From an optimization exercise on the open Yosys and OpenROAD flow, aimed at small area and a short achievable clock period; shortcuts taken in it are not production practice.
Only simulation tests tie the RTL to the original design; equivalence was not proved.
No activity file was given, so power comes from the tool's default toggle rates.

File: design.v
`timescale 1ns / 1ps
module gen_clk (
  input        iClk,
  input        iRst,
  output       oTick100Hz,
  output       oTick1us,
  output       oTick16x,
  output [1:0] oPhase,      
  output [1:0] oFndSel,     
  output       oBlink       
);
  reg [9:0] rCnt;       
  reg       rStarted;   
  reg [3:0] rCnt10;     
  wire wTick10 = rCnt10[3] & rCnt10[1];
  always @(posedge iClk or posedge iRst) begin
    if (iRst) begin
      rCnt     <= 10'd0;
      rStarted <= 1'b0;
      rCnt10   <= 4'd0;
    end else begin
      rCnt     <= rCnt + 1'b1;
      rStarted <= 1'b1;
      rCnt10   <= wTick10 ? 4'd1 : rCnt10 + 1'b1;
    end
  end
  assign oTick100Hz = wTick10;
  assign oTick1us   = rStarted & ~rCnt[0];
  assign oTick16x   = rStarted & (rCnt[1:0] == 2'd0);
  assign oPhase     = rCnt[1:0];
  assign oFndSel    = rStarted ? (rCnt[6:5] - {1'b0, (rCnt[4:0] == 5'd0)}) : 2'd0;
  assign oBlink     = rCnt[9];
endmodule
`timescale 1ns / 1ps
module baud_rate_gen (
  input  wire iClk,
  input  wire iRst,
  output wire oTick16x
);
  assign oTick16x = 1'b0;
endmodule
`timescale 1ns / 1ps
module uart_rx (
  input  wire       iClk,
  input  wire       iRst,
  input  wire       iTick16x,
  input  wire [1:0] iPhase,    
  input  wire       iRx,
  output wire [7:0] oData,
  output wire       oValid
);
  localparam [1:0] IDLE  = 2'b00;
  localparam [1:0] START = 2'b01;
  localparam [1:0] DATA  = 2'b10;
  localparam [1:0] STOP  = 2'b11;
  reg [1:0] rState;
  reg [7:0] rData;
  reg [6:0] rCnt;      
  reg       rPend;     
  reg       rRxSync1, rRxSync2;
  wire wRx = rRxSync2;
  always @(posedge iClk or posedge iRst) begin
    if (iRst) begin
      rRxSync1 <= 1'b1;
      rRxSync2 <= 1'b1;
    end else begin
      rRxSync1 <= iRx;
      rRxSync2 <= rRxSync1;
    end
  end
  always @(posedge iClk or posedge iRst) begin
    if (iRst) begin
      rState <= IDLE;
      rPend  <= 1'b0;
    end else begin
      if (iPhase == 2'd3) rPend <= 1'b0;
      case (rState)
        IDLE:  if (!wRx) rState <= START;
        START: if (iTick16x && (rCnt[2:0] == 3'd7)) rState <= wRx ? IDLE : DATA;
        DATA:  if (iTick16x && (rCnt == 7'd127)) rState <= STOP;
        STOP: begin
          if (iTick16x && (rCnt[3:0] == 4'd15)) begin
            rState <= IDLE;
            if (wRx) rPend <= 1'b1;
          end
        end
      endcase
    end
  end
  always @(posedge iClk) begin
    case (rState)
      IDLE: rCnt <= 7'd0;
      START: begin
        if (iTick16x) begin
          if (rCnt[2:0] == 3'd7) rCnt <= 7'd0;
          else                   rCnt <= rCnt + 1'b1;
        end
      end
      default: begin
        if (iTick16x) begin
          rCnt <= rCnt + 1'b1;
          if ((rState == DATA) && (rCnt[3:0] == 4'd15)) rData <= {wRx, rData[7:1]};
        end
      end
    endcase
  end
  assign oData  = rData;
  assign oValid = rPend & (iPhase == 2'd3);
endmodule
`timescale 1ns / 1ps
module uart_tx (
  input  wire       iClk,
  input  wire       iRst,
  input  wire       iTick16x,
  input  wire [7:0] iData,
  input  wire       iValid,
  output wire       oTx,
  output wire       oBusy
);
  localparam [1:0] IDLE  = 2'b00;
  localparam [1:0] START = 2'b01;
  localparam [1:0] DATA  = 2'b10;
  localparam [1:0] STOP  = 2'b11;
  reg [1:0] rState;
  reg [7:0] rShift;
  reg [6:0] rCnt;    
  reg       rTx;
  wire wBitEnd = iTick16x & (rCnt[3:0] == 4'd15);
  always @(posedge iClk or posedge iRst) begin
    if (iRst) begin
      rState <= IDLE;
      rTx    <= 1'b1;
    end else begin
      case (rState)
        IDLE: begin
          rTx <= 1'b1;
          if (iValid) rState <= START;
        end
        START: begin
          rTx <= 1'b0;
          if (wBitEnd) rState <= DATA;
        end
        DATA: begin
          rTx <= rShift[0];
          if (wBitEnd && (rCnt[6:4] == 3'd7)) rState <= STOP;
        end
        STOP: begin
          rTx <= 1'b1;
          if (wBitEnd) rState <= IDLE;
        end
      endcase
    end
  end
  always @(posedge iClk) begin
    if (iTick16x) rCnt <= rCnt + 1'b1;
    case (rState)
      IDLE: begin
        rCnt <= 7'd0;
        if (iValid) rShift <= iData;
      end
      START: if (wBitEnd) rCnt <= 7'd0;
      DATA:  if (wBitEnd) rShift <= {1'b0, rShift[7:1]};
      default: ;
    endcase
  end
  assign oTx   = rTx;
  assign oBusy = (rState != IDLE);
endmodule
`timescale 1ns / 1ps
module Fifo (
  input  wire       iClk,
  input  wire       iRst,
  input  wire       iPush,
  input  wire [7:0] iPushData,
  output wire       oFull,
  input  wire       iPop,
  output wire [7:0] oPopData,
  output wire       oEmpty
);
  reg [7:0] rMem [0:15];
  reg [4:0] rWrPtr;
  reg [4:0] rRdPtr;
  assign oEmpty   = (rWrPtr == rRdPtr);
  assign oFull    = (rWrPtr == {~rRdPtr[4], rRdPtr[3:0]});
  assign oPopData = rMem[rRdPtr[3:0]];
  wire wPush = iPush & ~oFull;
  wire wPop  = iPop & ~oEmpty;
  always @(posedge iClk) begin
    if (wPush) rMem[rWrPtr[3:0]] <= iPushData;
  end
  always @(posedge iClk or posedge iRst) begin
    if (iRst) begin
      rWrPtr <= 5'd0;
      rRdPtr <= 5'd0;
    end else begin
      if (wPush) rWrPtr <= rWrPtr + 1'b1;
      if (wPop)  rRdPtr <= rRdPtr + 1'b1;
    end
  end
endmodule
`timescale 1ns / 1ps
module button_sync #(
  parameter P_BUTTON_WIDTH = 5
) (
  input wire                       iClk,
  input wire                       iRst,
  input wire  [P_BUTTON_WIDTH-1:0] iButtonRaw,
  output wire [P_BUTTON_WIDTH-1:0] oButtonEdge
);
  reg [P_BUTTON_WIDTH-1:0] rSync1;
  reg [P_BUTTON_WIDTH-1:0] rSync2;
  reg [P_BUTTON_WIDTH-1:0] rPrev;
  always @(posedge iClk or posedge iRst) begin
    if (iRst) begin
      rSync1 <= {P_BUTTON_WIDTH{1'b0}};
      rSync2 <= {P_BUTTON_WIDTH{1'b0}};
      rPrev  <= {P_BUTTON_WIDTH{1'b0}};
    end else begin
      rSync1 <= iButtonRaw;
      rSync2 <= rSync1;
      rPrev  <= rSync2;
    end
  end
  assign oButtonEdge = rSync2 & ~rPrev;
endmodule
`timescale 1ns / 1ps
module uart_ascii_decoder (
  input  wire [7:0] iRxData,
  input  wire       iRxValid,
  output wire       oBtnC,
  output wire       oBtnU,
  output wire       oBtnD,
  output wire       oBtnL,
  output wire       oBtnR,
  output wire       oTglSw0,
  output wire       oTglSw1,
  output wire       oTglSw2,
  output wire       oTglSw3,
  output wire       oClrSwTgl,
  output wire       oReqWatchRpt,
  output wire       oReqSr04Rpt,
  output wire       oReqTempRpt,
  output wire       oReqHumRpt
);
  wire       wLetter = iRxValid & (iRxData[7:6] == 2'b01);
  wire [4:0] wL      = iRxData[4:0];
  wire       wDigit  = iRxValid & (iRxData[7:3] == 5'b00110);  
  wire [2:0] wD      = iRxData[2:0];
  assign oBtnC        = wLetter & (wL == 5'h03);   
  assign oBtnU        = wLetter & (wL == 5'h15);   
  assign oBtnD        = wLetter & (wL == 5'h04);   
  assign oBtnL        = wLetter & (wL == 5'h0C);   
  assign oBtnR        = wLetter & (wL == 5'h12);   
  assign oClrSwTgl    = wLetter & (wL == 5'h18);   
  assign oReqWatchRpt = wLetter & (wL == 5'h17);   
  assign oReqSr04Rpt  = wLetter & (wL == 5'h13);   
  assign oReqTempRpt  = wLetter & (wL == 5'h14);   
  assign oReqHumRpt   = wLetter & (wL == 5'h08);   
  assign oTglSw0 = wDigit & (wD[2:1] == 2'd0);     
  assign oTglSw1 = wDigit & (wD[2:1] == 2'd1);     
  assign oTglSw2 = wDigit & (wD[2:1] == 2'd2);     
  assign oTglSw3 = wDigit & (wD == 3'd6);          
endmodule
`timescale 1ns / 1ps
module control_unit (
  input  wire       iClk,
  input  wire       iRst,
  input  wire [3:0] iSw,           
  input  wire [4:0] iPhysBtn,      
  input  wire [4:0] iDecBtn,       
  input  wire [3:0] iDecTglSw,
  input  wire       iDecClrSwTgl,
  output wire [3:0] oSwTgl,        
  output wire [3:0] oSwEff,        
  output wire [4:0] oBtn           
);
  reg [3:0] rSwTgl;
  always @(posedge iClk or posedge iRst) begin
    if (iRst)              rSwTgl <= 4'b0000;
    else if (iDecClrSwTgl) rSwTgl <= 4'b0000;
    else                   rSwTgl <= rSwTgl ^ iDecTglSw;
  end
  assign oSwTgl = rSwTgl;
  assign oSwEff = iSw ^ rSwTgl;
  assign oBtn   = iPhysBtn | iDecBtn;
endmodule
`timescale 1ns / 1ps
module clock_core (
  input            iClk,
  input            iRst,
  input            iTick,
  input            iBtnRunStop,
  input            iBtnInc,
  input            iBtnDec,
  input            iBtnLeft,
  input            iBtnRight,
  output reg       oHourT,      
  output reg [3:0] oHourO,      
  output reg [2:0] oMinT,
  output reg [3:0] oMinO,
  output reg [2:0] oSecT,
  output reg [3:0] oSecO,
  output reg [3:0] oCentiT,
  output reg [3:0] oCentiO,
  output reg [1:0] oEditState   
);
  localparam RUN       = 2'd0;
  localparam EDIT_SEC  = 2'd1;
  localparam EDIT_MIN  = 2'd2;
  localparam EDIT_HOUR = 2'd3;
  wire wCentiMax = (oCentiT == 4'd9) & (oCentiO == 4'd9);
  wire wSecMax   = (oSecT == 3'd5) & (oSecO == 4'd9);
  wire wMinMax   = (oMinT == 3'd5) & (oMinO == 4'd9);
  wire wSecZero  = (oSecT == 3'd0) & (oSecO == 4'd0);
  wire wMinZero  = (oMinT == 3'd0) & (oMinO == 4'd0);
  wire wHour12   = oHourT & (oHourO == 4'd2);
  wire wHour1    = ~oHourT & (oHourO == 4'd1);
  always @(posedge iClk or posedge iRst) begin
    if (iRst) begin
      oCentiT    <= 4'd0;
      oCentiO    <= 4'd0;
      oSecT      <= 3'd0;
      oSecO      <= 4'd0;
      oMinT      <= 3'd0;
      oMinO      <= 4'd0;
      oHourT     <= 1'b1;    
      oHourO     <= 4'd2;
      oEditState <= RUN;
    end else begin
      if (iBtnRunStop) oEditState <= (oEditState == RUN) ? EDIT_SEC : RUN;
      if (oEditState == RUN) begin
        if (iTick) begin
          if (oCentiO == 4'd9) begin
            oCentiO <= 4'd0;
            oCentiT <= (oCentiT == 4'd9) ? 4'd0 : oCentiT + 1'b1;
          end else begin
            oCentiO <= oCentiO + 1'b1;
          end
          if (wCentiMax) begin
            if (oSecO == 4'd9) begin
              oSecO <= 4'd0;
              oSecT <= (oSecT == 3'd5) ? 3'd0 : oSecT + 1'b1;
            end else begin
              oSecO <= oSecO + 1'b1;
            end
            if (wSecMax) begin
              if (oMinO == 4'd9) begin
                oMinO <= 4'd0;
                oMinT <= (oMinT == 3'd5) ? 3'd0 : oMinT + 1'b1;
              end else begin
                oMinO <= oMinO + 1'b1;
              end
              if (wMinMax) begin
                if (wHour12)                begin oHourT <= 1'b0; oHourO <= 4'd1; end
                else if (oHourO == 4'd9)    begin oHourT <= 1'b1; oHourO <= 4'd0; end
                else                        oHourO <= oHourO + 1'b1;
              end
            end
          end
        end
      end else begin
        if (iBtnLeft) begin
          case (oEditState)
            EDIT_SEC:  oEditState <= EDIT_MIN;
            EDIT_MIN:  oEditState <= EDIT_HOUR;
            default:   oEditState <= EDIT_SEC;
          endcase
        end else if (iBtnRight) begin
          case (oEditState)
            EDIT_SEC:  oEditState <= EDIT_HOUR;
            EDIT_MIN:  oEditState <= EDIT_SEC;
            default:   oEditState <= EDIT_MIN;
          endcase
        end
        if (iBtnInc) begin
          case (oEditState)
            EDIT_SEC: begin
              oCentiT <= 4'd0;
              oCentiO <= 4'd0;
              if (oSecO == 4'd9) begin
                oSecO <= 4'd0;
                oSecT <= (oSecT == 3'd5) ? 3'd0 : oSecT + 1'b1;
              end else begin
                oSecO <= oSecO + 1'b1;
              end
            end
            EDIT_MIN: begin
              if (oMinO == 4'd9) begin
                oMinO <= 4'd0;
                oMinT <= (oMinT == 3'd5) ? 3'd0 : oMinT + 1'b1;
              end else begin
                oMinO <= oMinO + 1'b1;
              end
            end
            default: begin
              if (wHour12)             begin oHourT <= 1'b0; oHourO <= 4'd1; end
              else if (oHourO == 4'd9) begin oHourT <= 1'b1; oHourO <= 4'd0; end
              else                     oHourO <= oHourO + 1'b1;
            end
          endcase
        end else if (iBtnDec) begin
          case (oEditState)
            EDIT_SEC: begin
              oCentiT <= 4'd0;
              oCentiO <= 4'd0;
              if (wSecZero) begin
                oSecT <= 3'd5;
                oSecO <= 4'd9;
              end else if (oSecO == 4'd0) begin
                oSecT <= oSecT - 1'b1;
                oSecO <= 4'd9;
              end else begin
                oSecO <= oSecO - 1'b1;
              end
            end
            EDIT_MIN: begin
              if (wMinZero) begin
                oMinT <= 3'd5;
                oMinO <= 4'd9;
              end else if (oMinO == 4'd0) begin
                oMinT <= oMinT - 1'b1;
                oMinO <= 4'd9;
              end else begin
                oMinO <= oMinO - 1'b1;
              end
            end
            default: begin
              if (wHour1)              begin oHourT <= 1'b1; oHourO <= 4'd2; end
              else if (oHourO == 4'd0) begin oHourT <= 1'b0; oHourO <= 4'd9; end
              else                     oHourO <= oHourO - 1'b1;
            end
          endcase
        end
      end
    end
  end
endmodule
`timescale 1ns / 1ps
module stopwatch (
  input            iClk,
  input            iRst,
  input            iTick,
  input            iRunStop,
  input            iClear,
  input            iRecordNext,
  input            iRecordPrev,
  output reg [6:0] oHour,
  output reg [6:0] oMin,
  output reg [6:0] oSec,
  output reg [6:0] oCentisec
);
  localparam [1:0] IDLE  = 2'b00;
  localparam [1:0] RUN   = 2'b01;
  localparam [1:0] STOP  = 2'b10;
  localparam [1:0] CLEAR = 2'b11;
  reg [1:0] rState;
  reg [6:0] rHour;
  reg [5:0] rMin;
  reg [5:0] rSec;
  reg [6:0] rCentisec;
  reg [5:0] rCntRow;
  reg [5:0] rCntCol;
  reg [4:0] rRdRow;
  reg [5:0] rRdCol;
  reg       rViewing;
  wire wInClear  = (rState == CLEAR);
  wire wCntFull  = rCntRow[5];                     
  wire wCntZero  = rCntRow[0] & rCntCol[0];
  wire wRdZero   = rRdRow[0] & rRdCol[0];
  wire wLapWrite = (rState == RUN) & iRunStop & ~iClear & ~wCntFull;
  wire [5:0] wRdIncCol = {rRdCol[4:0], rRdCol[5]};
  wire [5:0] wRdIncRow = rRdCol[5] ? {rRdRow, 1'b0} : {1'b0, rRdRow};
  wire       wRdLast   = (|(wRdIncRow & rCntRow)) & (|(wRdIncCol & rCntCol));
  always @(posedge iClk or posedge iRst) begin
    if (iRst) rState <= IDLE;
    else if (wInClear) begin
      if (wCntFull) rState <= IDLE;
    end
    else if (iClear)   rState <= CLEAR;
    else if (iRunStop) rState <= (rState == RUN) ? STOP : RUN;
  end
  always @(posedge iClk or posedge iRst) begin
    if (iRst) begin
      rHour     <= 7'd0;
      rMin      <= 6'd0;
      rSec      <= 6'd0;
      rCentisec <= 7'd0;
    end else if (iTick) begin
      if (rState == RUN) begin
        if (rCentisec == 7'd99) begin
          rCentisec <= 7'd0;
          if (rSec == 6'd59) begin
            rSec <= 6'd0;
            if (rMin == 6'd59) begin
              rMin  <= 6'd0;
              rHour <= (rHour == 7'd99) ? 7'd0 : rHour + 1'b1;
            end else begin
              rMin <= rMin + 1'b1;
            end
          end else begin
            rSec <= rSec + 1'b1;
          end
        end else begin
          rCentisec <= rCentisec + 1'b1;
        end
      end else if (rState != STOP) begin
        rHour     <= 7'd0;
        rMin      <= 6'd0;
        rSec      <= 6'd0;
        rCentisec <= 7'd0;
      end
    end
  end
  always @(posedge iClk or posedge iRst) begin
    if (iRst) begin
      rCntRow <= 6'b000001;
      rCntCol <= 6'b000001;
    end else if ((wInClear && wCntFull) || (!wInClear && iClear)) begin
      rCntRow <= 6'b000001;
      rCntCol <= 6'b000001;
    end else if (wInClear || wLapWrite) begin
      rCntCol <= {rCntCol[4:0], rCntCol[5]};
      if (rCntCol[5]) rCntRow <= {rCntRow[4:0], 1'b0};
    end
  end
  always @(posedge iClk or posedge iRst) begin
    if (iRst)                               rViewing <= 1'b0;
    else if (wInClear || iClear)            rViewing <= 1'b0;
    else if ((rState == RUN) || iRunStop)   rViewing <= 1'b0;
    else if (rState == STOP) begin
      if (iRecordNext) begin
        if (!rViewing && !wCntZero) rViewing <= 1'b1;
      end else if (iRecordPrev && rViewing && wRdZero) begin
        rViewing <= 1'b0;
      end
    end
  end
  always @(posedge iClk) begin
    if ((rState == STOP) && !iClear && !iRunStop) begin
      if (iRecordNext) begin
        if (!rViewing) begin
          rRdRow <= 5'b00001;
          rRdCol <= 6'b000001;
        end else if (!wRdLast) begin
          rRdCol <= wRdIncCol;
          rRdRow <= wRdIncRow[4:0];
        end
      end else if (iRecordPrev && rViewing && !wRdZero) begin
        rRdCol <= {rRdCol[0], rRdCol[5:1]};
        if (rRdCol[0]) rRdRow <= {1'b0, rRdRow[4:1]};
      end
    end
  end
  wire [25:0] wMemRData;
  stopwatch_mem u_mem (
    .iClk  (iClk),
    .iWE   (wLapWrite),
    .iWRow (rCntRow[4:0]),
    .iWCol (rCntCol),
    .iWData({rHour, rMin, rSec, rCentisec}),
    .iRRow (rRdRow),
    .iRCol (rRdCol),
    .oRData(wMemRData)
  );
  always @(*) begin
    if (wInClear) begin
      oHour     = 7'd99;
      oMin      = 7'd99;
      oSec      = 7'd99;
      oCentisec = 7'd99;
    end else if (rViewing) begin
      oHour     = wMemRData[25:19];
      oMin      = {1'b0, wMemRData[18:13]};
      oSec      = {1'b0, wMemRData[12:7]};
      oCentisec = wMemRData[6:0];
    end else begin
      oHour     = rHour;
      oMin      = {1'b0, rMin};
      oSec      = {1'b0, rSec};
      oCentisec = rCentisec;
    end
  end
endmodule
`timescale 1ns / 1ps
module stopwatch_mem (
  input  wire        iClk,
  input  wire        iWE,
  input  wire [4:0]  iWRow,     
  input  wire [5:0]  iWCol,     
  input  wire [25:0] iWData,
  input  wire [4:0]  iRRow,     
  input  wire [5:0]  iRCol,     
  output reg  [25:0] oRData
);
  reg [25:0] rMem [0:29];
  integer i, a, b;
  always @(posedge iClk) begin
    for (i = 0; i < 30; i = i + 1)
      if (iWE && iWRow[i / 6] && iWCol[i % 6]) rMem[i] <= iWData;
  end
  reg [25:0] wRow;
  always @(*) begin
    oRData = 26'd0;
    for (a = 0; a < 5; a = a + 1) begin
      wRow = 26'd0;
      for (b = 0; b < 6; b = b + 1)
        wRow = wRow | (rMem[a * 6 + b] & {26{iRCol[b]}});
      oRData = oRData | (wRow & {26{iRRow[a]}});
    end
  end
endmodule
`timescale 1ns / 1ps
module watch_top (
  input        iClk,
  input        iRst,
  input        iTick100Hz,
  input        iSw0,        
  input        iBtnCEdge,
  input        iBtnREdge,
  input        iBtnLEdge,
  input        iBtnUEdge,
  input        iBtnDEdge,
  output       oClkHourT,
  output [3:0] oClkHourO,
  output [2:0] oClkMinT,
  output [3:0] oClkMinO,
  output [2:0] oClkSecT,
  output [3:0] oClkSecO,
  output [3:0] oClkCentiT,
  output [3:0] oClkCentiO,
  output [1:0] oEditState,
  output [6:0] oSwHour,
  output [6:0] oSwMin,
  output [6:0] oSwSec,
  output [6:0] oSwCenti
);
  clock_core u_clock_core (
    .iClk       (iClk),
    .iRst       (iRst),
    .iTick      (iTick100Hz),
    .iBtnRunStop(iSw0 & iBtnCEdge),
    .iBtnInc    (iSw0 & iBtnUEdge),
    .iBtnDec    (iSw0 & iBtnDEdge),
    .iBtnLeft   (iSw0 & iBtnLEdge),
    .iBtnRight  (iSw0 & iBtnREdge),
    .oHourT     (oClkHourT),
    .oHourO     (oClkHourO),
    .oMinT      (oClkMinT),
    .oMinO      (oClkMinO),
    .oSecT      (oClkSecT),
    .oSecO      (oClkSecO),
    .oCentiT    (oClkCentiT),
    .oCentiO    (oClkCentiO),
    .oEditState (oEditState)
  );
  stopwatch u_stopwatch (
    .iClk       (iClk),
    .iRst       (iRst),
    .iTick      (iTick100Hz),
    .iRunStop   (~iSw0 & iBtnCEdge),
    .iClear     (~iSw0 & iBtnUEdge),
    .iRecordNext(~iSw0 & iBtnREdge),
    .iRecordPrev(~iSw0 & iBtnLEdge),
    .oHour      (oSwHour),
    .oMin       (oSwMin),
    .oSec       (oSwSec),
    .oCentisec  (oSwCenti)
  );
endmodule
`timescale 1ns / 1ps
module sr04_controller (
  input  wire        iClk,
  input  wire        iRst,
  input  wire        iTickUs,
  input  wire        iEcho,
  input  wire        iStart,
  output reg         oTrig,
  output wire [10:0] oDistBcd,    
  output reg         oDistanceValid
);
  localparam [2:0] IDLE      = 3'd0;
  localparam [2:0] START     = 3'd1;
  localparam [2:0] WAIT_ECHO = 3'd2;
  localparam [2:0] MEASURE   = 3'd3;
  localparam [2:0] DONE      = 3'd4;
  reg [2:0] rState;
  reg [5:0] rCnt58;    
  reg [2:0] rDistH;
  reg [3:0] rDistT;
  reg [3:0] rDistO;
  reg       rEchoSync1, rEchoSync2;
  always @(posedge iClk or posedge iRst) begin
    if (iRst) begin
      rEchoSync1 <= 1'b0;
      rEchoSync2 <= 1'b0;
    end else begin
      rEchoSync1 <= iEcho;
      rEchoSync2 <= rEchoSync1;
    end
  end
  wire wTimeout = (rDistH == 3'd5) & (rDistT == 4'd1) & (rDistO == 4'd7) & (rCnt58 == 6'd14);
  wire wTrigEnd = (rCnt58 == 6'd11);
  wire wNonZero = (rCnt58 != 6'd0) | (rDistH != 3'd0) | (rDistT != 4'd0) | (rDistO != 4'd0);
  reg wCount;    
  reg wClear;    
  always @(*) begin
    wCount = 1'b0;
    wClear = 1'b0;
    case (rState)
      START:     begin wClear = wTrigEnd; wCount = iTickUs; end
      WAIT_ECHO: begin wClear = rEchoSync2; wCount = iTickUs & ~wTimeout; end
      MEASURE:   wCount = iTickUs & rEchoSync2 & ~wTimeout;
      default:   ;
    endcase
  end
  always @(posedge iClk or posedge iRst) begin
    if (iRst) begin
      rState         <= IDLE;
      oTrig          <= 1'b0;
      oDistanceValid <= 1'b0;
    end else begin
      oTrig <= 1'b0;
      case (rState)
        IDLE: begin
          if (iStart) begin
            rState         <= START;
            oDistanceValid <= 1'b0;
          end
        end
        START: begin
          if (wTrigEnd) rState <= WAIT_ECHO;
          else          oTrig  <= 1'b1;
        end
        WAIT_ECHO: begin
          if (rEchoSync2)    rState <= MEASURE;
          else if (wTimeout) rState <= IDLE;
        end
        MEASURE: begin
          if (!rEchoSync2)   rState <= DONE;
          else if (wTimeout) rState <= IDLE;
        end
        DONE: begin
          rState <= IDLE;
          if (wNonZero) oDistanceValid <= 1'b1;
        end
        default: rState <= IDLE;
      endcase
    end
  end
  always @(posedge iClk) begin
    if ((rState == IDLE) || wClear) begin
      rCnt58 <= 6'd0;
      if (wClear) begin
        rDistH <= 3'd0;
        rDistT <= 4'd0;
        rDistO <= 4'd0;
      end
    end else if (wCount) begin
      if ((rState != START) && (rCnt58 == 6'd57)) begin
        rCnt58 <= 6'd0;
        if (rDistO == 4'd9) begin
          rDistO <= 4'd0;
          if (rDistT == 4'd9) begin
            rDistT <= 4'd0;
            rDistH <= rDistH + 1'b1;
          end else begin
            rDistT <= rDistT + 1'b1;
          end
        end else begin
          rDistO <= rDistO + 1'b1;
        end
      end else begin
        rCnt58 <= rCnt58 + 1'b1;
      end
    end
  end
  assign oDistBcd = {rDistH, rDistT, rDistO};
endmodule
`timescale 1ns / 1ps
module dht11_controller #(
  parameter integer START_LOW_US          = 1000,
  parameter integer START_RELEASE_US      = 30,
  parameter integer RESP_TIMEOUT_US       = 200,
  parameter integer BIT_TIMEOUT_US        = 120,
  parameter integer BIT_LOW_US            = 50,
  parameter integer BIT_HIGH_THRESHOLD_US = 40
)(
  input  wire      iClk,
  input  wire      iRst,
  input  wire      iTickUs,
  input  wire      iStart,
  input  wire      iData,
  output wire      oDataLow,
  output reg [7:0] oHumInt,
  output reg [7:0] oTempInt,
  output reg       oDataValid
);
  localparam [2:0] IDLE       = 3'd0;
  localparam [2:0] START_LOW  = 3'd1;
  localparam [2:0] START_HIGH = 3'd2;
  localparam [2:0] WAIT_LOW   = 3'd3;
  localparam [2:0] WAIT_HIGH  = 3'd4;
  localparam [2:0] LOW_BIT    = 3'd5;
  localparam [2:0] HIGH_BIT   = 3'd6;
  localparam [2:0] DONE       = 3'd7;
  reg [2:0] rState;
  reg [2:0] rNxt;
  reg [9:0] rStepUsCnt;
  reg [5:0] rHighUsCnt;     
  reg [5:0] rBitIdx;
  reg [7:0] rShift;         
  reg [7:0] rRxHum;
  reg [7:0] rRxTemp;
  reg [7:0] rSum;           
  reg       rSeen;          
  reg       rDataSync1, rDataSync2;
  wire wD        = rDataSync2;
  wire wBitValue = (rHighUsCnt == BIT_HIGH_THRESHOLD_US);
  wire wRespTo   = (rStepUsCnt >= RESP_TIMEOUT_US);
  assign oDataLow = (rState == START_LOW);
  always @(posedge iClk or posedge iRst) begin
    if (iRst) begin
      rDataSync1 <= 1'b1;
      rDataSync2 <= 1'b1;
    end else begin
      rDataSync1 <= iData;
      rDataSync2 <= rDataSync1;
    end
  end
  always @(*) begin
    rNxt = rState;
    case (rState)
      IDLE:       if (iStart) rNxt = START_LOW;
      START_LOW:  if (rStepUsCnt >= START_LOW_US) rNxt = START_HIGH;
      START_HIGH: if (rStepUsCnt >= START_RELEASE_US) rNxt = WAIT_LOW;
      WAIT_LOW: begin
        if (!wD)          rNxt = WAIT_HIGH;
        else if (wRespTo) rNxt = IDLE;
      end
      WAIT_HIGH: begin
        if (!rSeen) begin
          if (!wD && wRespTo) rNxt = IDLE;
        end else begin
          if (!wD)          rNxt = LOW_BIT;
          else if (wRespTo) rNxt = IDLE;
        end
      end
      LOW_BIT:    if (rStepUsCnt >= BIT_LOW_US) rNxt = HIGH_BIT;
      HIGH_BIT: begin
        if (rSeen && !wD)                 rNxt = (rBitIdx == 6'd39) ? DONE : LOW_BIT;
        else if (rStepUsCnt >= BIT_TIMEOUT_US) rNxt = IDLE;
      end
      default:    rNxt = IDLE;
    endcase
  end
  wire wStay    = (rNxt == rState);
  wire wCapture = (rState == HIGH_BIT) & rSeen & ~wD;    
  wire [7:0] wByte = {rShift[6:0], wBitValue};
  always @(posedge iClk or posedge iRst) begin
    if (iRst) begin
      rState     <= IDLE;
      oDataValid <= 1'b0;
    end else begin
      rState <= rNxt;
      if ((rState == DONE) && (rSum == rShift)) oDataValid <= 1'b1;
    end
  end
  always @(posedge iClk) begin
    if (!wStay)       rStepUsCnt <= 10'd0;
    else if (iTickUs) rStepUsCnt <= rStepUsCnt + 1'b1;
    if ((rState == WAIT_LOW) || (rState == LOW_BIT)) rSeen <= 1'b0;
    if (((rState == WAIT_HIGH) || (rState == HIGH_BIT)) && wStay && wD) rSeen <= 1'b1;
    if (rState == WAIT_HIGH) rBitIdx <= 6'd0;
    if (rState == LOW_BIT) rHighUsCnt <= 6'd0;
    if ((rState == HIGH_BIT) && wStay && wD && iTickUs && !wBitValue)
      rHighUsCnt <= rHighUsCnt + 1'b1;
    if (wCapture) begin
      rShift  <= wByte;
      rBitIdx <= rBitIdx + 1'b1;
      if (rBitIdx[2:0] == 3'd7) begin
        case (rBitIdx[5:3])
          3'd0: begin rRxHum <= wByte; rSum <= wByte; end
          3'd2: begin rRxTemp <= wByte; rSum <= rSum + wByte; end
          3'd4: ;                               
          default: rSum <= rSum + wByte;
        endcase
      end
    end
    if ((rState == DONE) && (rSum == rShift)) begin
      oHumInt  <= rRxHum;
      oTempInt <= rRxTemp;
    end
  end
endmodule
`timescale 1ns / 1ps
module uart_ascii_sender (
  input  wire       iClk,
  input  wire       iRst,
  input  wire       iTxFifoFull,
  output wire [7:0] oTxData,
  output wire       oTxPushValid,
  input  wire [7:0] iLoopData,
  input  wire       iLoopValid,
  input  wire       iReqWatchReport,
  input  wire       iReqSr04Report,
  input  wire       iReqTempReport,
  input  wire       iReqHumReport,
  input  wire       iWatchBcd,       
  input  wire [6:0] iWatchHour,
  input  wire [6:0] iWatchMin,
  input  wire [6:0] iWatchSec,
  input  wire [10:0] iSr04Bcd,       
  input  wire       iSr04Valid,
  input  wire [7:0] iDhtHumInt,
  input  wire [7:0] iDhtTempInt,
  input  wire       iDhtDataValid
);
  localparam [1:0] ST_IDLE   = 2'd0;
  localparam [1:0] ST_LOAD   = 2'd1;
  localparam [1:0] ST_ASSERT = 2'd2;
  localparam [2:0] SRC_LOOP  = 3'd0;
  localparam [2:0] SRC_WATCH = 3'd1;
  localparam [2:0] SRC_SR04  = 3'd2;
  localparam [2:0] SRC_TEMP  = 3'd3;
  localparam [2:0] SRC_HUM   = 3'd4;
  reg [1:0]  rState;
  reg [2:0]  rSrc;
  reg [4:0]  rIdx;
  reg        rPush;
  reg        rLoopPending, rWatchPending, rSr04Pending, rTempPending, rHumPending;
  reg [7:0]  rLoopBuf;
  reg [21:0] rSnap;
  reg [4:0] wLast;
  always @(*) begin
    case (rSrc)
      SRC_WATCH: wLast = 5'd17;
      SRC_SR04:  wLast = 5'd13;
      SRC_TEMP:  wLast = 5'd11;
      SRC_HUM:   wLast = 5'd10;
      default:   wLast = 5'd0;
    endcase
  end
  wire wMore = (rIdx != wLast);
  wire wAnyPending = rLoopPending | rWatchPending | rSr04Pending | rTempPending | rHumPending;
  always @(posedge iClk or posedge iRst) begin
    if (iRst) begin
      rState        <= ST_IDLE;
      rPush         <= 1'b0;
      rLoopPending  <= 1'b0;
      rWatchPending <= 1'b0;
      rSr04Pending  <= 1'b0;
      rTempPending  <= 1'b0;
      rHumPending   <= 1'b0;
    end else begin
      rPush <= 1'b0;
      if (iLoopValid)      rLoopPending  <= 1'b1;
      if (iReqWatchReport) rWatchPending <= 1'b1;
      if (iReqSr04Report)  rSr04Pending  <= 1'b1;
      if (iReqTempReport)  rTempPending  <= 1'b1;
      if (iReqHumReport)   rHumPending   <= 1'b1;
      case (rState)
        ST_IDLE: begin
          if (wAnyPending) rState <= ST_LOAD;
          if (rLoopPending)       rLoopPending  <= 1'b0;
          else if (rWatchPending) rWatchPending <= 1'b0;
          else if (rSr04Pending)  rSr04Pending  <= 1'b0;
          else if (rTempPending)  rTempPending  <= 1'b0;
          else if (rHumPending)   rHumPending   <= 1'b0;
        end
        ST_LOAD: rState <= ST_ASSERT;
        default: begin
          if (!iTxFifoFull) begin
            rPush  <= 1'b1;
            rState <= wMore ? ST_LOAD : ST_IDLE;
          end
        end
      endcase
    end
  end
  always @(posedge iClk) begin
    if (iLoopValid) rLoopBuf <= iLoopData;
    if (rPush && wMore) rIdx <= rIdx + 1'b1;
    if (rState == ST_IDLE) begin
      if (wAnyPending) rIdx <= 5'd0;
      if (rLoopPending) begin
        rSrc       <= SRC_LOOP;
        rSnap[7:0] <= iLoopValid ? iLoopData : rLoopBuf;
      end else if (rWatchPending) begin
        rSrc  <= SRC_WATCH;
        rSnap <= {iWatchBcd, iWatchHour, iWatchMin, iWatchSec};
      end else if (rSr04Pending) begin
        rSrc        <= SRC_SR04;
        rSnap[11:0] <= {iSr04Valid, iSr04Bcd};
      end else if (rTempPending) begin
        rSrc       <= SRC_TEMP;
        rSnap[8:0] <= {iDhtDataValid, iDhtTempInt};
      end else if (rHumPending) begin
        rSrc       <= SRC_HUM;
        rSnap[8:0] <= {iDhtDataValid, iDhtHumInt};
      end
    end
  end
  reg [6:0] wWatchField;
  always @(*) begin
    case (rIdx)
      5'd8, 5'd9:   wWatchField = rSnap[20:14];
      5'd11, 5'd12: wWatchField = rSnap[13:7];
      default:      wWatchField = rSnap[6:0];
    endcase
  end
  wire [7:0] wConvIn = (rSrc == SRC_WATCH) ? {1'b0, wWatchField} : rSnap[7:0];
  wire [3:0] wConvT  = (wConvIn / 8'd10) % 8'd10;
  wire [3:0] wConvO  = wConvIn % 8'd10;
  reg wTens;
  always @(*) begin
    case (rSrc)
      SRC_WATCH: wTens = (rIdx == 5'd8) | (rIdx == 5'd11) | (rIdx == 5'd14);
      SRC_TEMP:  wTens = (rIdx == 5'd7);
      default:   wTens = (rIdx == 5'd6);
    endcase
  end
  wire       wBcd   = (rSrc == SRC_WATCH) & rSnap[21];
  wire [3:0] wDigit = wBcd  ? (wTens ? {1'b0, wWatchField[6:4]} : wWatchField[3:0])
                            : (wTens ? wConvT : wConvO);
  wire [7:0] wAsc   = {4'h3, wDigit};
  reg [7:0] rChar;
  always @(*) begin
    rChar = " ";
    case (rSrc)
      SRC_LOOP: rChar = rSnap[7:0];
      SRC_WATCH: begin
        case (rIdx)
          5'd0:  rChar = 8'h0D;
          5'd1:  rChar = 8'h0A;
          5'd2:  rChar = "W";
          5'd3:  rChar = "A";
          5'd4:  rChar = "T";
          5'd5:  rChar = "C";
          5'd6:  rChar = "H";
          5'd7:  rChar = " ";
          5'd10: rChar = ":";
          5'd13: rChar = ":";
          5'd16: rChar = 8'h0D;
          5'd17: rChar = 8'h0A;
          5'd8, 5'd9, 5'd11, 5'd12, 5'd14, 5'd15: rChar = wAsc;
          default: rChar = " ";
        endcase
      end
      SRC_SR04: begin
        case (rIdx)
          5'd0:  rChar = 8'h0D;
          5'd1:  rChar = 8'h0A;
          5'd2:  rChar = "S";
          5'd3:  rChar = "R";
          5'd4:  rChar = "0";
          5'd5:  rChar = "4";
          5'd6:  rChar = " ";
          5'd7:  rChar = rSnap[11] ? {5'b00110, rSnap[10:8]} : "-";
          5'd8:  rChar = rSnap[11] ? {4'h3, rSnap[7:4]} : "-";
          5'd9:  rChar = rSnap[11] ? {4'h3, rSnap[3:0]} : "-";
          5'd10: rChar = "c";
          5'd11: rChar = "m";
          5'd12: rChar = 8'h0D;
          5'd13: rChar = 8'h0A;
          default: rChar = " ";
        endcase
      end
      SRC_TEMP: begin
        case (rIdx)
          5'd0:  rChar = 8'h0D;
          5'd1:  rChar = 8'h0A;
          5'd2:  rChar = "T";
          5'd3:  rChar = "E";
          5'd4:  rChar = "M";
          5'd5:  rChar = "P";
          5'd6:  rChar = " ";
          5'd7, 5'd8: rChar = rSnap[8] ? wAsc : "-";
          5'd9:  rChar = "C";
          5'd10: rChar = 8'h0D;
          5'd11: rChar = 8'h0A;
          default: rChar = " ";
        endcase
      end
      default: begin
        case (rIdx)
          5'd0:  rChar = 8'h0D;
          5'd1:  rChar = 8'h0A;
          5'd2:  rChar = "H";
          5'd3:  rChar = "U";
          5'd4:  rChar = "M";
          5'd5:  rChar = " ";
          5'd6, 5'd7: rChar = rSnap[8] ? wAsc : "-";
          5'd8:  rChar = "%";
          5'd9:  rChar = 8'h0D;
          5'd10: rChar = 8'h0A;
          default: rChar = " ";
        endcase
      end
    endcase
  end
  assign oTxData      = rChar;
  assign oTxPushValid = rPush;
endmodule
`timescale 1ns / 1ps
module fnd_controller (
  input  [1:0] iSel,
  input  [3:0] iSwEff,        
  input        iBlink,
  input  [1:0] iEditState,
  input        iClkHourT,
  input  [3:0] iClkHourO,
  input  [2:0] iClkMinT,
  input  [3:0] iClkMinO,
  input  [2:0] iClkSecT,
  input  [3:0] iClkSecO,
  input  [3:0] iClkCentiT,
  input  [3:0] iClkCentiO,
  input  [6:0] iSwHour,
  input  [6:0] iSwMin,
  input  [6:0] iSwSec,
  input  [6:0] iSwCenti,
  input        iSr04Valid,
  input [10:0] iSr04Bcd,
  input        iDhtValid,
  input  [6:0] iDhtTemp,
  input  [6:0] iDhtHum,
  output [7:0] oFndFont,
  output [3:0] oFndCom
);
  function [3:0] f_digit;    
    input [6:0] v;
    input       tens;
    begin
      f_digit = tens ? (v / 7'd10) : (v % 7'd10);
    end
  endfunction
  function [6:0] f_seg;      
    input [3:0] d;
    begin
      case (d)
        4'd0: f_seg = 7'h40;
        4'd1: f_seg = 7'h79;
        4'd2: f_seg = 7'h24;
        4'd3: f_seg = 7'h30;
        4'd4: f_seg = 7'h19;
        4'd5: f_seg = 7'h12;
        4'd6: f_seg = 7'h02;
        4'd7: f_seg = 7'h78;
        4'd8: f_seg = 7'h00;
        4'd9: f_seg = 7'h10;
        default: f_seg = 7'h7F;
      endcase
    end
  endfunction
  reg [3:0] wClkHm, wClkSc, wSr04;
  always @(*) begin
    case (iSel)
      2'd0: begin wClkHm = iClkMinO;            wClkSc = iClkCentiO;          wSr04 = iSr04Bcd[3:0]; end
      2'd1: begin wClkHm = {1'b0, iClkMinT};    wClkSc = iClkCentiT;          wSr04 = iSr04Bcd[7:4]; end
      2'd2: begin wClkHm = iClkHourO;           wClkSc = iClkSecO;            wSr04 = {1'b0, iSr04Bcd[10:8]}; end
      default: begin wClkHm = {3'b0, iClkHourT}; wClkSc = {1'b0, iClkSecT};   wSr04 = 4'd0; end
    endcase
  end
  wire [3:0] wSwHm = f_digit(iSel[1] ? iSwHour : iSwMin,   iSel[0]);
  wire [3:0] wSwSc = f_digit(iSel[1] ? iSwSec  : iSwCenti, iSel[0]);
  wire [3:0] wDht  = iDhtValid ? f_digit(iSel[1] ? iDhtTemp : iDhtHum, iSel[0]) : 4'd0;
  wire [3:0] wSr   = iSr04Valid ? wSr04 : 4'd0;
  wire [6:0] wSegClkHm = f_seg(wClkHm);
  wire [6:0] wSegClkSc = f_seg(wClkSc);
  wire [6:0] wSegSwHm  = f_seg(wSwHm);
  wire [6:0] wSegSwSc  = f_seg(wSwSc);
  wire [6:0] wSegDht   = f_seg(wDht);
  wire [6:0] wSegSr    = f_seg(wSr);
  wire [6:0] wSegClk   = iSwEff[1] ? wSegClkHm : wSegClkSc;
  wire [6:0] wSegSw    = iSwEff[1] ? wSegSwHm  : wSegSwSc;
  wire [6:0] wSegWatch = iSwEff[0] ? wSegClk   : wSegSw;
  wire [6:0] wSegSens  = iSwEff[3] ? wSegDht   : wSegSr;
  assign oFndFont = {(iSel != 2'd2), (iSwEff[2] ? wSegSens : wSegWatch)};
  wire wBlinkOn = ~iSwEff[2] & iSwEff[0] & iBlink;
  wire wHi = wBlinkOn & (((iEditState == 2'd1) & ~iSwEff[1]) | ((iEditState == 2'd3) & iSwEff[1]));
  wire wLo = wBlinkOn & (iEditState == 2'd2) & iSwEff[1];
  wire [3:0] wCom = ~(4'b0001 << iSel);
  assign oFndCom = wCom | {wHi, wHi, wLo, wLo};
endmodule
`timescale 1ns / 1ps
module Top (
  input        iClk,
  input        iRst,
  input        iRx,
  output       oTx,
  input        iSw0,
  input        iSw1,
  input        iSw2,
  input        iSw3,
  input        iBtnC,
  input        iBtnU,
  input        iBtnD,
  input        iBtnL,
  input        iBtnR,
  input        iSr04Echo,
  output       oSr04Trig,
  input        iDht11Data,
  output       oDht11DataLow,
  output [3:0] oFndCom,
  output [7:0] oFndFont
);
  wire       wTick100Hz, wTick1us, wTick16x, wBlink;
  wire [1:0] wPhase, wFndSel;
  gen_clk u_gen_clk (
    .iClk      (iClk),
    .iRst      (iRst),
    .oTick100Hz(wTick100Hz),
    .oTick1us  (wTick1us),
    .oTick16x  (wTick16x),
    .oPhase    (wPhase),
    .oFndSel   (wFndSel),
    .oBlink    (wBlink)
  );
  wire [7:0] wRxData;
  wire       wRxValid;
  uart_rx u_uart_rx (
    .iClk    (iClk),
    .iRst    (iRst),
    .iTick16x(wTick16x),
    .iPhase  (wPhase),
    .iRx     (iRx),
    .oData   (wRxData),
    .oValid  (wRxValid)
  );
  wire [4:0] wDecBtn;
  wire [3:0] wDecTgl;
  wire       wDecClr, wReqW, wReqS, wReqT, wReqH;
  uart_ascii_decoder u_dec (
    .iRxData     (wRxData),
    .iRxValid    (wRxValid),
    .oBtnC       (wDecBtn[4]),
    .oBtnU       (wDecBtn[3]),
    .oBtnD       (wDecBtn[2]),
    .oBtnL       (wDecBtn[1]),
    .oBtnR       (wDecBtn[0]),
    .oTglSw0     (wDecTgl[0]),
    .oTglSw1     (wDecTgl[1]),
    .oTglSw2     (wDecTgl[2]),
    .oTglSw3     (wDecTgl[3]),
    .oClrSwTgl   (wDecClr),
    .oReqWatchRpt(wReqW),
    .oReqSr04Rpt (wReqS),
    .oReqTempRpt (wReqT),
    .oReqHumRpt  (wReqH)
  );
  wire [4:0] wPhysBtn;
  button_sync #(.P_BUTTON_WIDTH(5)) u_button_sync (
    .iClk       (iClk),
    .iRst       (iRst),
    .iButtonRaw ({iBtnC, iBtnU, iBtnD, iBtnL, iBtnR}),
    .oButtonEdge(wPhysBtn)
  );
  wire [3:0] wSwTgl, wSwEff;
  wire [4:0] wBtn;    
  control_unit u_control_unit (
    .iClk        (iClk),
    .iRst        (iRst),
    .iSw         ({iSw3, iSw2, iSw1, iSw0}),
    .iPhysBtn    (wPhysBtn),
    .iDecBtn     (wDecBtn),
    .iDecTglSw   (wDecTgl),
    .iDecClrSwTgl(wDecClr),
    .oSwTgl      (wSwTgl),
    .oSwEff      (wSwEff),
    .oBtn        (wBtn)
  );
  wire wSr04Start  = wBtn[4] &  wSwEff[2] & ~wSwEff[3];
  wire wDht11Start = wBtn[4] &  wSwEff[2] &  wSwEff[3];
  wire       wClkHourT;
  wire [3:0] wClkHourO, wClkMinO, wClkSecO, wClkCentiT, wClkCentiO;
  wire [2:0] wClkMinT, wClkSecT;
  wire [1:0] wEditState;
  wire [6:0] wSwHour, wSwMin, wSwSec, wSwCenti;
  watch_top u_watch_top (
    .iClk      (iClk),
    .iRst      (iRst),
    .iTick100Hz(wTick100Hz),
    .iSw0      (wSwEff[0]),
    .iBtnCEdge (wBtn[4]),
    .iBtnUEdge (wBtn[3]),
    .iBtnDEdge (wBtn[2]),
    .iBtnLEdge (wBtn[1]),
    .iBtnREdge (wBtn[0]),
    .oClkHourT (wClkHourT),
    .oClkHourO (wClkHourO),
    .oClkMinT  (wClkMinT),
    .oClkMinO  (wClkMinO),
    .oClkSecT  (wClkSecT),
    .oClkSecO  (wClkSecO),
    .oClkCentiT(wClkCentiT),
    .oClkCentiO(wClkCentiO),
    .oEditState(wEditState),
    .oSwHour   (wSwHour),
    .oSwMin    (wSwMin),
    .oSwSec    (wSwSec),
    .oSwCenti  (wSwCenti)
  );
  wire [10:0] wSr04Bcd;
  wire        wSr04Valid;
  sr04_controller u_sr04_controller (
    .iClk          (iClk),
    .iRst          (iRst),
    .iTickUs       (wTick1us),
    .iEcho         (iSr04Echo),
    .iStart        (wSr04Start),
    .oTrig         (oSr04Trig),
    .oDistBcd      (wSr04Bcd),
    .oDistanceValid(wSr04Valid)
  );
  wire [7:0] wDhtHumInt, wDhtTempInt;
  wire       wDhtDataValid;
  dht11_controller #(.START_LOW_US(1000)) u_dht11_controller (
    .iClk      (iClk),
    .iRst      (iRst),
    .iTickUs   (wTick1us),
    .iStart    (wDht11Start),
    .iData     (iDht11Data),
    .oDataLow  (oDht11DataLow),
    .oHumInt   (wDhtHumInt),
    .oTempInt  (wDhtTempInt),
    .oDataValid(wDhtDataValid)
  );
  wire [7:0] wTxData, wTxFifoData;
  wire       wTxPush, wTxFifoFull, wTxFifoEmpty, wTxBusy;
  wire       wTxFifoPop = ~wTxFifoEmpty & ~wTxBusy;
  uart_ascii_sender u_sender (
    .iClk           (iClk),
    .iRst           (iRst),
    .iTxFifoFull    (wTxFifoFull),
    .oTxData        (wTxData),
    .oTxPushValid   (wTxPush),
    .iLoopData      (wRxData),
    .iLoopValid     (wRxValid),
    .iReqWatchReport(wReqW),
    .iReqSr04Report (wReqS),
    .iReqTempReport (wReqT),
    .iReqHumReport  (wReqH),
    .iWatchBcd      (wSwEff[0]),
    .iWatchHour     (wSwEff[0] ? {2'b00, wClkHourT, wClkHourO} : wSwHour),
    .iWatchMin      (wSwEff[0] ? {wClkMinT, wClkMinO} : wSwMin),
    .iWatchSec      (wSwEff[0] ? {wClkSecT, wClkSecO} : wSwSec),
    .iSr04Bcd       (wSr04Bcd),
    .iSr04Valid     (wSr04Valid),
    .iDhtHumInt     (wDhtHumInt),
    .iDhtTempInt    (wDhtTempInt),
    .iDhtDataValid  (wDhtDataValid)
  );
  Fifo u_uart_tx_fifo (
    .iClk     (iClk),
    .iRst     (iRst),
    .iPush    (wTxPush),
    .iPushData(wTxData),
    .oFull    (wTxFifoFull),
    .iPop     (wTxFifoPop),
    .oPopData (wTxFifoData),
    .oEmpty   (wTxFifoEmpty)
  );
  uart_tx u_uart_tx (
    .iClk    (iClk),
    .iRst    (iRst),
    .iTick16x(wTick16x),
    .iData   (wTxFifoData),
    .iValid  (wTxFifoPop),
    .oTx     (oTx),
    .oBusy   (wTxBusy)
  );
  fnd_controller u_fnd_controller (
    .iSel      (wFndSel),
    .iSwEff    (wSwEff),
    .iBlink    (wBlink),
    .iEditState(wEditState),
    .iClkHourT (wClkHourT),
    .iClkHourO (wClkHourO),
    .iClkMinT  (wClkMinT),
    .iClkMinO  (wClkMinO),
    .iClkSecT  (wClkSecT),
    .iClkSecO  (wClkSecO),
    .iClkCentiT(wClkCentiT),
    .iClkCentiO(wClkCentiO),
    .iSwHour   (wSwHour),
    .iSwMin    (wSwMin),
    .iSwSec    (wSwSec),
    .iSwCenti  (wSwCenti),
    .iSr04Valid(wSr04Valid),
    .iSr04Bcd  (wSr04Bcd),
    .iDhtValid (wDhtDataValid),
    .iDhtTemp  (wDhtTempInt[6:0]),
    .iDhtHum   (wDhtHumInt[6:0]),
    .oFndFont  (oFndFont),
    .oFndCom   (oFndCom)
  );
endmodule
File: flow/run.sh
#!/bin/bash
# Layout flow:
#  1. the standard synthesis (standard.sh synth), unchanged.
#  2. Area re-mapping of the combinational logic: the synthesized netlist's
#     flip-flops are kept as they are (same instances, names and cell types),
#     and so are the cells on the combinational paths from the switch inputs
#     (iSw0..3) to the display outputs (oFndFont, oFndCom), which set the
#     achieved period. All other cells are flattened to their logic functions
#     and mapped again with ABC (flow/abc_resynth.script: AIG optimisation
#     with a 60 s deepsyn run, then area-oriented mapping), avoiding the
#     platform's don't-use cells; then tie cells and pass-through buffers as
#     in ORFS synthesis.
set -euo pipefail
WD=$(pwd)
RES=$WD/orfs/results/$FLOW_PLATFORM/Top/base
LIB=$FLOW_HOME/platforms/$FLOW_PLATFORM/lib/sky130_fd_sc_hd__tt_025C_1v80.lib

bash standard.sh synth > standard_synth.log 2>&1

cp $RES/1_2_yosys.v $WD/standard_synth_netlist.v
DONT_USE=$(sed -n '/^export DONT_USE_CELLS += \\/,/^#/p' $FLOW_HOME/platforms/$FLOW_PLATFORM/config.mk \
  | grep -o 'sky130_fd_sc_hd__[a-z0-9_]*' | sed 's/^/-dont_use /' | tr '\n' ' ')
{
cat <<EOT
read_liberty -ignore_miss_func $LIB
blackbox sky130_fd_sc_hd__df* sky130_fd_sc_hd__edf* sky130_fd_sc_hd__sdf* sky130_fd_sc_hd__sedf* sky130_fd_sc_hd__dl* sky130_fd_sc_hd__sdl*
read_verilog $WD/standard_synth_netlist.v
hierarchy -top $FLOW_TOP
cd $FLOW_TOP
select -set ff t:sky130_fd_sc_hd__df* t:sky130_fd_sc_hd__edf*
select -set bwd w:oFndFont w:oFndCom
select -set fwd w:iSw0 w:iSw1 w:iSw2 w:iSw3
EOT
# combinational cones, not crossing flip-flops
for i in $(seq 1 100); do echo "select -set bwd @bwd %ci1 @ff %d"; done
for i in $(seq 1 100); do echo "select -set fwd @fwd %co1 @ff %d"; done
cat <<EOT
select -set cone @fwd @bwd %i t:sky130_fd_sc_hd__* %i
select -count @cone
setattr -set keep_hierarchy 1 @cone
cd
flatten
opt_clean
cd $FLOW_TOP
abc -liberty $LIB -script $WD/flow/abc_resynth.script $DONT_USE
cd
opt_clean -purge
setundef -zero
hilomap -singleton -hicell sky130_fd_sc_hd__conb_1 HI -locell sky130_fd_sc_hd__conb_1 LO
splitnets
opt_clean -purge
insbuf -buf sky130_fd_sc_hd__buf_4 A X
stat -liberty $LIB
blackbox sky130_fd_sc_hd__*
write_verilog -noattr -noexpr -nohex -nodec $WD/resynth_netlist.v
EOT
} > $WD/resynth.ys
yosys -l $WD/resynth.log -q $WD/resynth.ys > /dev/null 2>&1
cp $WD/resynth_netlist.v $RES/1_2_yosys.v
touch $RES/1_2_yosys.v

bash standard.sh SETUP_SLACK_MARGIN=41 finish > standard.log 2>&1
File: flow/abc_resynth.script
strash
&get -n
&fraig -x
&put
scorr
dc2
strash
&get -n
&deepsyn -T 60
&put
strash
&get -n
&dch -f
&nf -R 1000
&put
strash
&get -n
&dch -f
&nf -R 1000
&put
File: standard.sh
#!/bin/bash
# synth_recipe.tcl (not shown) runs the flow's synth.tcl, then flattens the netlist and writes it again
# the make line also repeats each setting of config.mk as NAME=value (left out here)
make -C /OpenROAD-flow-scripts/flow DESIGN_CONFIG=/design/flow/config.mk WORK_HOME=/design/flow/orfs CLKGATE_MAP_FILE= SYNTH_SCRIPT=/design/flow/synth_recipe.tcl "${@:-finish}"
File: config.mk
export PLATFORM = sky130hd
export DESIGN_NAME = Top
export DESIGN_NICKNAME = Top
export VERILOG_FILES = /design/flow/design.v
export SDC_FILE = /design/flow/constraint.sdc
export NUM_CORES = 4
export LEC_CHECK = 0
export ABC_AREA = 1
export CAP_MARGIN = 20
export CORE_MARGIN = 2
export CORE_UTILIZATION = 40
export CTS_BUF_LIST = sky130_fd_sc_hd__clkbuf_16
export CTS_CLUSTER_DIAMETER = 100
export CTS_CLUSTER_SIZE = 25
export SLEW_MARGIN = 20
File: constraint.sdc
create_clock -name core_clock -period 70.0 [get_ports {iClk}]
set_input_delay 14.0000 -clock core_clock [delete_from_list [all_inputs] [get_ports {iClk}]]
set_output_delay 14.0000 -clock core_clock [all_outputs]
set_load 0.01 [all_outputs]
==> results of run 1 <==
-- timing repair --
| item | CTS | global route |
|---|---|---|
| pin swaps | 31 | 15 |
| cloned | 3 | 0 |
| gates resized for setup | 128 | 9 |
| setup buffers | 18 | 2 |
| endpoints found under the setup margin | 11 | 10 |
-- per-stage QoR --
| step | cell area (sq um) | instances |
|---|---|---|
| after detailed placement | 52230 | 5255 |
| after global placement | 52210 | 5254 |
| final | 54330 | 5383 |
| after global routing | 54330 | 5383 |
| after CTS | 54260 | 5380 |
| after floorplan | 48940 | 3487 |
-- layout by cell type (no fill, tap or decap), types with 46 or more instances in the layout --
cell type	instances
edfxtp_1	1038
nand2_1	297
nor2_1	292
a21oi_1	177
a22oi_1	166
buf_4	135
dfrtp_1	133
a222oi_1	128
o21ai_0	127
nand3_1	101
nor3_1	79
clkinv_1	76
nand4_1	60
a221oi_1	55
clkbuf_16	55
inv_1	53
xnor2_1	48
a22o_1	46
-- layout make-up --
type	count	area (sq um)
Clock buffer	55	1376
Sequential cell	1218	35500
Fill cell	10711	67220
Timing Repair Buffer	170	1364
Tap cell	1625	2033
Timing Repair inverter	1	8.758
Inverter	93	382.9
Clock inverter	49	275.3
Multi-Input combinational cell	2172	13390
-- state kept, by name, indices dropped and copies added (netlist names), 8 cells and up, named ones only --
name,flops
u_dht11_controller.oTempInt,8
u_dht11_controller.rSum,8
u_dht11_controller.rRxTemp,8
u_dht11_controller.rRxHum,8
u_dht11_controller.rStepUsCnt,10
u_sender.rSnap,22
u_watch_top.u_stopwatch.u_mem.rMem,780
u_dht11_controller.rShift,8
u_uart_tx_fifo.rMem,128
u_uart_rx.rData,8
u_dht11_controller.oHumInt,8
u_gen_clk.rCnt,10
u_uart_tx.rShift,8
u_sender.rLoopBuf,8
-- worst register-to-register path, cell delays in order, from the launching register on --
cell and delay [ns]:
dfxtp_1 0.72, nor2b_1 0.18, nor3_1 0.35, a21oi_1 0.17, nor2_1 0.20, o21ai_0 0.21, nand2b_1 0.30, nand2_1 0.16
o21ai_0 0.55, clkinv_1 0.24, o21ai_0 0.22, nand2_1 0.08, a21oi_1 0.25, or3_1 0.18, nand2_1 0.05, a31oi_1 0.27
mux2i_1 0.32, nor2b_1 0.08, a21oi_1 0.15, xor2_1 0.19, a211oi_1 0.13, nor3_1 0.26, nand2_1 0.38
-- report_power, final --
group | total (mW) | switching (mW) | leakage (nW) | internal (mW)
registers | 0.863 | 0.0433 | 12.5 | 0.820
logic | 0.387 | 0.255 | 5.58 | 0.132
clock network | 0.375 | 0.228 | 0.954 | 0.147
total | 1.62 | 0.526 | 19.1 | 1.10
-- final timing paths --
path | startpoint | endpoint | slack (ns) | depth (start not counted)
worst max-delay path | iSw1 | oFndCom[3] | 40.77 | 9
worst min-delay path | u_button_sync.rSync1[0]$_DFF_PP0_ | u_button_sync.rSync2[0]$_DFF_PP0_ | 0.35 | 0
worst max register to register | u_sender.rIdx[1]$_DFF_P_ | u_uart_tx_fifo.rMem[8][1]$_DFFE_PP_ | 63.98 | 22
worst min register to register | u_button_sync.rSync1[0]$_DFF_PP0_ | u_button_sync.rSync2[0]$_DFF_PP0_ | 0.35 | 0
max in group asynchronous | iRst | u_watch_top.u_stopwatch.rHour[5]$_DFFE_PP0P_ | 54.80 | 3
min in group asynchronous | iRst | u_button_sync.rSync1[2]$_DFF_PP0_ | 13.94 | 2
-- metal layers --
| layer | up-vias | share of wire [%] | GRT usage, % |
|---|---|---|---|
| met4 | 2 | 4.1 | 8.451 |
| met5 | - | 0.0078 | 0 |
| met3 | 303 | 10 | 3.701 |
| met1 | 16690 | 40 | 33.72 |
| met2 | 1843 | 46 | 37.80 |
| li1 | 14363 | - | - |
==> out/qor.yml, run 1 <==
setup_path:
  crit_buf_inv: 5
  path_max_fanout: 6
  cpPeakStageDelay_ns: 0.21
  cp-end-kind: "primary output"
  critPathLaunchType: "input port"
  path_delay_family: "buffers and inverters"
  crit_path_frequent_cell: "buf_6"
  cpMaxStageDelayCell: "or2_4"
  crit_chain: "buf_6 > xnor2_2 > buf_6 > buf_6 > or2_4 > o211ai_1 > buf_4 > nand2_2 > buf_6"
  cp_data_required_time_ns: 56.00
  cp.arrival_ns: 15.23
  crit_type: "in -> out"
min_path:
  hp-class: "reg -> reg"
floorplan:
  start_util_pct: 40.23
  dieArea_sq_um: 125100
  die_h_um: 353.6
  core_sq_um: 121600
  ioPinCount: 29
  dieWidth_um: 353.6
  fp-row-count: 128
timing:
  fmax_ghz: 0.03422
  fin_crit_sh_pct: 41.75
  slew-limit-headroom_pct: 21.13
  hold_ws_ns: 0.3538
  finalWorstPathRequiredPeriod_ns: 29.23
  rsz0062_at_grt: "true"
  tns_ns: 0
  maxSlewViolCount: 0
  hold_viol: 0
  skew_ns: 0.07802
  fin_ws_ns: 40.77
  worst_pin_slew_ns: 1.183
  finalSetupViolCount: 0
pwr:
  powerDensity_nw_per_um2: 29.90
  ir_worst_vdd_mv: 0.02394
  power_mw: 1.625
  leakage_nw: 19.06
yosys:
  avgSynthCellArea_sq_um: 14.02
  netlist_area_sq_um: 48900
  synth_cells: 3487
  yosys_warnings: 14
  synth_fp_nets: 3511
route:
  vias: 33201
  totalWireLength_um: 153300
  post_drt_wl_per_cell_um: 28.49
  dr.pass1.iters: 9
  drt_iter0_drc: 5177
  viasPerCell: 6.168
  drtAntennaViolNets: 0
  drc: 0
placement:
  portBuffers: 28
  dp_hpwl_um: 88850
  place_ws_ns: 39.33
  gpl.final_weighted_congestion: 0.8751
clocking:
  root_buffer: "clkbuf_16"
  numCtsBuffers: 55
  h-tree-depth: 2
  path_clk_slew_ns: 0.09
  cts_tree: "done"
  cts_sinks: 1218
  insertion_delay_ns: 0.72
  cts.path.max_buffers: 3
  cts_hold_buf: 0
layout:
  antenna_cells: 0
  fin_nets: 3735
  final_core_util_pct: 44.70
  drive_gt1_share_pct: 8.435
  area_delta_synth_final_pct: 11.12
grt:
  grt_max_degree: 99
  grt_usage_pct: 23.93
  grt_pass1_wl_um: 220900
  gr-total-overflow: 0
  grt_pass1_vias: 31327
  antenna_found_initial: 1
run_status:
  status: "timing/DRC/antenna clean"
job:
  maxCapViolations: 0
==> run 2, diff against run 1 <==
--- a/flow/run.sh
+++ b/flow/run.sh
@@ -9,3 +9,3 @@
 #     and mapped again with ABC (flow/abc_resynth.script: AIG optimisation
-#     with a 60 s deepsyn run, then area-oriented mapping), avoiding the
+#     with a 150 s deepsyn run, then area-oriented mapping), avoiding the
 #     platform's don't-use cells; then tie cells and pass-through buffers as
--- a/flow/abc_resynth.script
+++ b/flow/abc_resynth.script
@@ -8,3 +8,3 @@
 &get -n
-&deepsyn -T 60
+&deepsyn -T 150
 &put
==> run 2 against run 1 <==
Clock skew did not move. Sequential power about the same. Wire length did not move. Total power is the same. Via count stayed put. Clock-buffer cell count unchanged. Flip-flop and latch count is the same. Critical path depth did not move. Global-route usage unchanged. Non-clock buffer count is the same. Largest cell class unchanged.
==> out/qor.yml, run 2 <==
run_status:
  status: "timing/DRC/antenna clean"
route:
  drc: 0
  viasPerCell: 6.168
  dr.pass1.iters: 9
  post_drt_wl_per_cell_um: 28.49
  drtAntennaViolNets: 0
  drt_iter0_drc: 5177
  vias: 33201
  totalWireLength_um: 153300
setup_path:
  cp_data_required_time_ns: 56.00
  crit_type: "in -> out"
  cp.arrival_ns: 15.23
  path_delay_family: "buffers and inverters"
  crit_buf_inv: 5
  crit_chain: "buf_6 > xnor2_2 > buf_6 > buf_6 > or2_4 > o211ai_1 > buf_4 > nand2_2 > buf_6"
  path_max_fanout: 6
  cpMaxStageDelayCell: "or2_4"
  cpPeakStageDelay_ns: 0.21
  critPathLaunchType: "input port"
  crit_path_frequent_cell: "buf_6"
  cp-end-kind: "primary output"
clocking:
  root_buffer: "clkbuf_16"
  numCtsBuffers: 55
  path_clk_slew_ns: 0.09
  h-tree-depth: 2
  cts_sinks: 1218
  cts_hold_buf: 0
  cts_tree: "done"
  insertion_delay_ns: 0.72
  cts.path.max_buffers: 3
timing:
  slew-limit-headroom_pct: 21.13
  finalWorstPathRequiredPeriod_ns: 29.23
  finalSetupViolCount: 0
  hold_viol: 0
  worst_pin_slew_ns: 1.183
  tns_ns: 0
  skew_ns: 0.07802
  fmax_ghz: 0.03422
  fin_ws_ns: 40.77
  maxSlewViolCount: 0
  fin_crit_sh_pct: 41.75
  rsz0062_at_grt: "true"
pwr:
  powerDensity_nw_per_um2: 29.90
  power_mw: 1.625
  ir_worst_vdd_mv: 0.02394
  leakage_nw: 19.06
floorplan:
  ioPinCount: 29
  start_util_pct: 40.23
  dieWidth_um: 353.6
  core_sq_um: 121600
  dieArea_sq_um: 125100
  fp-row-count: 128
  die_h_um: 353.6
yosys:
  synth_cells: 3487
  yosys_warnings: 14
  netlist_area_sq_um: 48900
  avgSynthCellArea_sq_um: 14.02
  synth_fp_nets: 3511
layout:
  final_common_cell: "edfxtp_1"
  drive_gt1_share_pct: 8.435
  area_delta_synth_final_pct: 11.12
  largest_register_ffs: 780
  ff_latch_area_sq_um: 35500
  largestRegisters: "u_watch_top.u_stopwatch.u_mem.rMem: 780 flops, u_uart_tx_fifo.rMem: 128 flops, u_sender.rSnap: 22 flops"
  antenna_cells: 0
  top_register: "u_watch_top.u_stopwatch.u_mem.rMem"
  stdcell_area_sq_um: 54330
  layout_common_cells: "edfxtp_1 (1038), nand2_1 (297), nor2_1 (292)"
  multiInputGateArea_sq_um: 13390
  n_fill_cell: 10711
  fin_nets: 3735
placement:
  place_ws_ns: 39.33
  dp_hpwl_um: 88850
  portBuffers: 28
  placed_area_sq_um: 52230
  gpl.final_weighted_congestion: 0.8751
grt:
  grt_max_degree: 99
  grt_pass1_vias: 31327
  grt_usage_pct: 23.93
  grt_pass1_wl_um: 220900
  gr-total-overflow: 0
  antenna_found_initial: 1
job:
  maxCapViolations: 0
min_path:
  hp-class: "reg -> reg"
[run 2: cell type report]
type / count / area share (%)
Clock buffer: 55 / 2.533
Inverter: 93 / 0.7047
Sequential cell: 1218 / 65.34
Tap cell: 1625 / 3.742
Clock inverter: 49 / 0.5066
Multi-Input combinational cell: 2172 / 24.65
Timing Repair inverter: 1 / 0.01612
Timing Repair Buffer: 170 / 2.510
[run 2: routing by layer]
metal,track usage [%],part of all wire [%],up-vias
met1,33.72,40,16690
met4,8.451,4.1,2
met3,3.701,10,303
li1,-,-,14363
met5,0,0.0078,-
met2,37.80,46,1843
[run 2: per-stage QoR]
| stage | util, % | cells | hold slack (ns) |
|---|---|---|---|
| after floorplan | - | 3487 | 0.3312 |
| after global placement | 42.95 | 5254 | 0.3328 |
| after detailed placement | 42.96 | 5255 | 0.3355 |
| after CTS | 44.64 | 5380 | 0.3559 |
| after global routing | 44.70 | 5383 | 0.3629 |
| final | 44.70 | 5383 | 0.3538 |
[run 2: path summary, 6_finish.rpt]
check                                                        from                                      endpoint  slack [ns]  cells after the start
worst max-delay path                                         iSw1                                    oFndCom[3]       40.77                      9
worst min-delay path            u_button_sync.rSync1[0]$_DFF_PP0_             u_button_sync.rSync2[0]$_DFF_PP0_        0.35                      0
worst max register to register           u_sender.rIdx[1]$_DFF_P_           u_uart_tx_fifo.rMem[8][1]$_DFFE_PP_       63.98                     22
worst min register to register  u_button_sync.rSync1[0]$_DFF_PP0_             u_button_sync.rSync2[0]$_DFF_PP0_        0.35                      0
max in group asynchronous                                    iRst  u_watch_top.u_stopwatch.rHour[5]$_DFFE_PP0P_       54.80                      3
min in group asynchronous                                    iRst             u_button_sync.rSync1[2]$_DFF_PP0_       13.94                      2
[run 2: repair_timing]
action	in CTS	in global routing
setup endpoints to repair	11	10
cloned	3	0
resized for setup	128	9
pin swaps	31	15
buffers inserted	18	2
[run 2: power breakdown]
group	leakage [nW]	internal (mW)	total, mW	switching [mW]
logic	5.58	0.132	0.387	0.255
registers	12.5	0.820	0.863	0.0433
clock network	0.954	0.147	0.375	0.228
total	19.1	1.10	1.62	0.526

afterwards: timing with drivers on the ports:
No port has a modelled driver above. Below, the same layouts with a new extraction and two added sets of constraints. Step 1 assumes that a clkbuf_16 drives the clock port and a buf_2 every other input. Step 2 also shifts input and output timing later by t, the mid clock arrival at the registers, as if the neighbouring blocks saw the same clock. a / b / c = ideal ports / drivers / drivers and shift; a / b = the first two.
run	t (ns)	setup WS [ns]	latest minus earliest clock arrival (ns)
run 1	0.750	40.773 / 40.742 / 40.742	0.078 / 0.079
run 2	0.750	40.773 / 40.742 / 40.742	0.078 / 0.079
After both steps every run listed still meets setup and hold.
